Source: an optimization exercise on an open RTL-to-GDS flow (aim: small area). Production flows keep margins and buffers that such runs may drop. The RTL was checked by simulation tests, not by an equivalence proof against the original design. Power is estimated from default activity; no workload was simulated.

==> module Digital_clock, before the edit <==
module Digital_clock(
input clk_50M,
input rst,
input alarm_SW,
input MODE_SW,
input AH_key,
input AM_key,
input SW_hour,
output [3:0] led_mode,
output  [7:0] HEX0,
output  [7:0] HEX1,
output  [7:0] HEX2,
output  [7:0] HEX3,
output  [7:0] HEX4,
output  [7:0] HEX5,
output  [7:0] HEX6
);
reg [9:0] cnt;
wire [10:0] cnt_inc = {1'b0, cnt} + 11'd1;
always @(posedge clk_50M)
	if (rst)
		cnt <= 10'd0;
	else
		cnt <= cnt_inc[9:0] | {5'd0, cnt_inc[10], 1'b0, {3{cnt_inc[10]}}};
wire hold  = (cnt[9:3] == 7'd0) & ~(cnt[2] & (cnt[1] | cnt[0]));
wire tick3 = (cnt == 10'd1004);	 
wire tick1 = (cnt == 10'd1002);	 
reg [1:0] m0, m1, m2, m3;
always @(posedge clk_50M) begin
	if (rst)
		m0 <= 2'd0;
	else
		m0 <= {alarm_SW, MODE_SW};
	m1 <= m0;
	m2 <= m1;
	m3 <= m2;
end
assign led_mode = {m1[1] & m1[0], m1[1] & ~m1[0], ~m1[1] & m1[0], ~m1[1] & ~m1[0]};
reg [4:0] kh, km;
reg [2:0] sw;
always @(posedge clk_50M) begin
	kh <= {kh[3:0], AH_key};
	km <= {km[3:0], AM_key};
	sw <= {sw[1:0], SW_hour};
end
wire eh3 = ~kh[3] & kh[4];	 
wire em3 = ~km[3] & km[4];
wire eh2 = ~kh[2] & kh[3];	 
wire em2 = ~km[2] & km[3];
reg [3:0] s_o, m_o, h_o, am_o, ah_o;
reg [2:0] s_t, m_t, am_t;
reg [1:0] h_t, ah_t;
wire set3 = ~m3[1] & m3[0];	 
wire run  = tick3 & ~set3;
wire seta = m3[1] & m3[0];	 
wire s9   = s_o[3] & s_o[0];
wire s59  = s9 & s_t[2] & s_t[0];
wire m9   = m_o[3] & m_o[0];
wire m59  = m9 & m_t[2] & m_t[0];
wire h23  = h_t[1] & h_o[1] & h_o[0];
wire am9  = am_o[3] & am_o[0];
wire ah23 = ah_t[1] & ah_o[1] & ah_o[0];
wire s_inc  = run;
wire m_inc  = (run & s59) | (set3 & em3);
wire h_inc  = (run & s59 & m59) | (set3 & eh3);
wire am_inc = seta & em3;
wire ah_inc = seta & eh3;
wire [3:0] s_o1, m_o1, h_o1, am_o1, ah_o1;
wire [2:0] s_t1, m_t1, am_t1;
inc10 u_is(.D(s_o), .N(s_o1));
inc6  u_its(.D(s_t), .N(s_t1));
inc10 u_im(.D(m_o), .N(m_o1));
inc6  u_itm(.D(m_t), .N(m_t1));
inc10 u_ih(.D(h_o), .N(h_o1));
inc10 u_iam(.D(am_o), .N(am_o1));
inc6  u_itam(.D(am_t), .N(am_t1));
inc10 u_iah(.D(ah_o), .N(ah_o1));
reg [3:0] ns_o, nm_o, nh_o, nam_o, nah_o;
reg [2:0] ns_t, nm_t, nam_t;
reg [1:0] nh_t, nah_t;
always @* begin
	ns_o = s_inc ? s_o1 : s_o;
	ns_t = (s_inc & s9) ? s_t1 : s_t;
	nm_o = m_inc ? m_o1 : m_o;
	nm_t = (m_inc & m9) ? m_t1 : m_t;
	nh_o = h_inc ? (h23 ? 4'd0 : h_o1) : h_o;
	nh_t = h_inc ? (h23 ? 2'd0 : ((h_o[3] & h_o[0]) ? {h_t[0], ~h_t[0]} : h_t)) : h_t;
	nam_o = am_inc ? am_o1 : am_o;
	nam_t = (am_inc & am9) ? am_t1 : am_t;
	nah_o = ah_inc ? (ah23 ? 4'd0 : ah_o1) : ah_o;
	nah_t = ah_inc ? (ah23 ? 2'd0 : ((ah_o[3] & ah_o[0]) ? {ah_t[0], ~ah_t[0]} : ah_t)) : ah_t;
	if (hold) begin
		ns_o = 4'd0; ns_t = 3'd0;
		nm_o = 4'd9; nm_t = 3'd5;
		nh_o = 4'd2; nh_t = 2'd1;
		nam_o = 4'd9; nam_t = 3'd5;
		nah_o = 4'd1; nah_t = 2'd2;
	end
end
always @(posedge clk_50M) begin
	s_o <= ns_o; s_t <= ns_t;
	m_o <= nm_o; m_t <= nm_t;
	h_o <= nh_o; h_t <= nh_t;
	am_o <= nam_o; am_t <= nam_t;
	ah_o <= nah_o; ah_t <= nah_t;
end
wire ih = (set3 & eh3) | (~m2[1] & m2[0] & eh2);
wire im = (set3 & em3) | (~m2[1] & m2[0] & em2);
wire m58 = m_t[2] & m_t[0] & m_o[3] & ~m_o[0];
wire h22 = h_t[1] & h_o[1] & ~h_o[0];
wire mok = im ? m58 : m59;
wire hok = ih ? h22 : h23;
wire wcarry = tick1 & ~(~m1[1] & m1[0]) & s59 & mok & hok;
reg [2:0] wk;
always @(posedge clk_50M)
	if (hold)
		wk <= 3'd1;
	else if (wcarry)
		wk <= (wk == 3'd7) ? 3'd1 : wk + 3'd1;
reg [7:0] bc;
reg bl;
wire [8:0] bc_inc = {1'b0, bc} + 9'd1;
always @(posedge clk_50M)
	if (rst) begin
		bc <= 8'd4;
		bl <= 1'b0;
	end else begin
		bc <= bc_inc[7:0] | {5'd0, bc_inc[8], 1'b0, bc_inc[8]};
		bl <= bl ^ bc_inc[8];
	end
wire ns_lt6 = (ns_t == 3'd0) & ~ns_o[3] & ~(ns_o[2] & ns_o[1]);
wire nm0 = (nm_t == 3'd0) & (nm_o == 4'd0);
wire nal = (nah_t == nh_t) & (nah_o == nh_o) & (nam_t == nm_t) & (nam_o == nm_o);
wire blank = bl & ns_lt6 & (nal | nm0);
wire show_alarm = m3[1];
wire [4:0] h12;
hour12 u_h12(.D({h_t, h_o}), .C(h12));
wire [5:0] th = sw[2] ? {1'b0, h12} : {h_t, h_o};
wire [3:0] d0 = show_alarm ? 4'd0 : s_o;
wire [2:0] d1 = show_alarm ? 3'd0 : s_t;
wire [3:0] d2 = show_alarm ? am_o : m_o;
wire [2:0] d3 = show_alarm ? am_t : m_t;
wire [3:0] d4 = show_alarm ? ah_o : th[3:0];
wire [1:0] d5 = show_alarm ? ah_t : th[5:4];
wire [6:0] g0, g1, g2, g3, g4, g5, g6;
seg4 u_g0(.D(d0), .S(g0));
seg3 u_g1(.D(d1), .S(g1));
seg4 u_g2(.D(d2), .S(g2));
seg3 u_g3(.D(d3), .S(g3));
seg4 u_g4(.D(d4), .S(g4));
seg2 u_g5(.D(d5), .S(g5));
segw u_g6(.D(wk), .S(g6));
assign HEX0 = {1'b1, g0 | {7{blank}}};
assign HEX1 = {1'b1, g1 | {7{blank}}};
assign HEX2 = {1'b1, g2 | {7{blank}}};
assign HEX3 = {1'b1, g3 | {7{blank}}};
assign HEX4 = {1'b1, g4 | {7{blank}}};
assign HEX5 = {1'b1, g5 | {7{blank}}};
assign HEX6 = {1'b1, g6};
endmodule
Settings: LEC_CHECK=0, ABC_AREA=1, CAP_MARGIN=20, CORE_MARGIN=2, CORE_UTILIZATION=70, PLACE_DENSITY=0.8, SLEW_MARGIN=20; clock period 10.0 ns.
standard.sh (not shown) runs the stock make flow with config.mk's settings and CLKGATE_MAP_FILE= SYNTH_SCRIPT=/design/flow/synth_recipe.tcl, a recipe that flattens the netlist after the stock synthesis.
==> flow/flow/run.sh <==
#!/bin/bash
# Own layout flow: the standard synthesis, then its combinational logic
# re-mapped for area (registers, their names and cell types unchanged), then
# the standard ORFS layout from floorplan on.
set -euo pipefail
here=$(pwd)
R=$here/orfs/results/$FLOW_PLATFORM/Digital_clock/base

# 1. standard synthesis
bash standard.sh synth > "$here/log_synth.txt" 2>&1

# 2. area re-mapping of the combinational logic
cp "$R/1_2_yosys.v" "$here/std_1_2_yosys.v"
RS_KEEP=$(grep -oE 'sky130_fd_sc_hd__(df|edf|sdf|dl)[a-z0-9_]*' "$here/std_1_2_yosys.v" | sort -u | tr '\n' ' ') \
RS_DONTUSE="$here/flow/dont_use.txt" RS_IN="$here/std_1_2_yosys.v" RS_OUT="$here/resynth.v" RS_TOP="$FLOW_TOP" \
RS_SCRIPT="$here/flow/area.abc" \
  yosys -c "$here/flow/resynth.tcl" > "$here/log_resynth.txt" 2>&1
cp "$here/resynth.v" "$R/1_2_yosys.v"
rm -f "$R/1_synth.odb" "$R/1_synth.sdc"

# 3. the rest of the standard flow, with small port buffers and a clock tree
#    of small buffers
bash standard.sh finish \
  "BUFFER_PORTS_ARGS=-buffer_cell sky130_fd_sc_hd__buf_1" \
  > "$here/log_layout.txt" 2>&1
Other scripts of this flow, unchanged in this note and not shown: flow/flow/area.abc, flow/flow/dont_use.txt, flow/flow/resynth.tcl
The baseline produced a clean layout.
Rerun with:
--- a/flow/design.v
+++ b/flow/design.v
@@ -192,19 +192,20 @@
 		wk <= 3'd1;
 	else if (wcarry)
 		wk <= (wk == 3'd7) ? 3'd1 : wk + 3'd1;
 reg [7:0] bc;
 reg bl;
-wire [8:0] bc_inc = {1'b0, bc} + 9'd1;
+wire bwrap = (bc[7:2] == 6'b111110) & bc[1] & bc[0];	 
 always @(posedge clk_50M)
 	if (rst) begin
-		bc <= 8'd4;
+		bc <= 8'd0;
 		bl <= 1'b0;
-	end else begin
-		bc <= bc_inc[7:0] | {5'd0, bc_inc[8], 1'b0, bc_inc[8]};
-		bl <= bl ^ bc_inc[8];
-	end
+	end else if (bwrap) begin
+		bc <= 8'd1;
+		bl <= ~bl;
+	end else
+		bc <= bc + 8'd1;
 wire ns_lt6 = (ns_t == 3'd0) & ~ns_o[3] & ~(ns_o[2] & ns_o[1]);
 wire nm0 = (nm_t == 3'd0) & (nm_o == 4'd0);
 wire nal = (nah_t == nh_t) & (nah_o == nh_o) & (nam_t == nm_t) & (nam_o == nm_o);
 wire blank = bl & ns_lt6 & (nal | nm0);
 wire show_alarm = m3[1];
Effect: Clock skew is about the same. Combinational power shrinks by about 5%. Global-route usage shrinks by 1.4 points. Die area shrinks by 0.81%. Sequential share of layout area grows by 0.58 points. Cell count shrinks by 1.7%. Utilization shrinks by 0.74 points.

-- afterwards: timing with drivers on the ports --
The results above use ideal ports. As a check the final layouts listed here were re-extracted and re-timed, cells and wires unchanged. Step 1, drivers: a clkbuf_16 drives clk_50M and a buf_2 each remaining input, both assumed. Step 2 moves the port delays by t, midway between the first and last clock arrival at a register: inputs arrive t later, outputs are due t later. That takes back most of the time a late clock gives input paths. Slacks: no drivers / after step 1 / after step 2; pairs: no drivers / after step 1.
run	t (ns)	setup WS [ns]	worst setup path at the end	worst slew at a driven data input, ns	cell pins on the clock port's net
the first run	0.376	1.575 / 1.545 / 1.921	register to output	0.03	1
the second run	0.371	1.377 / 1.349 / 1.720	register to output	0.03	1
After both steps every run listed still meets setup and hold.
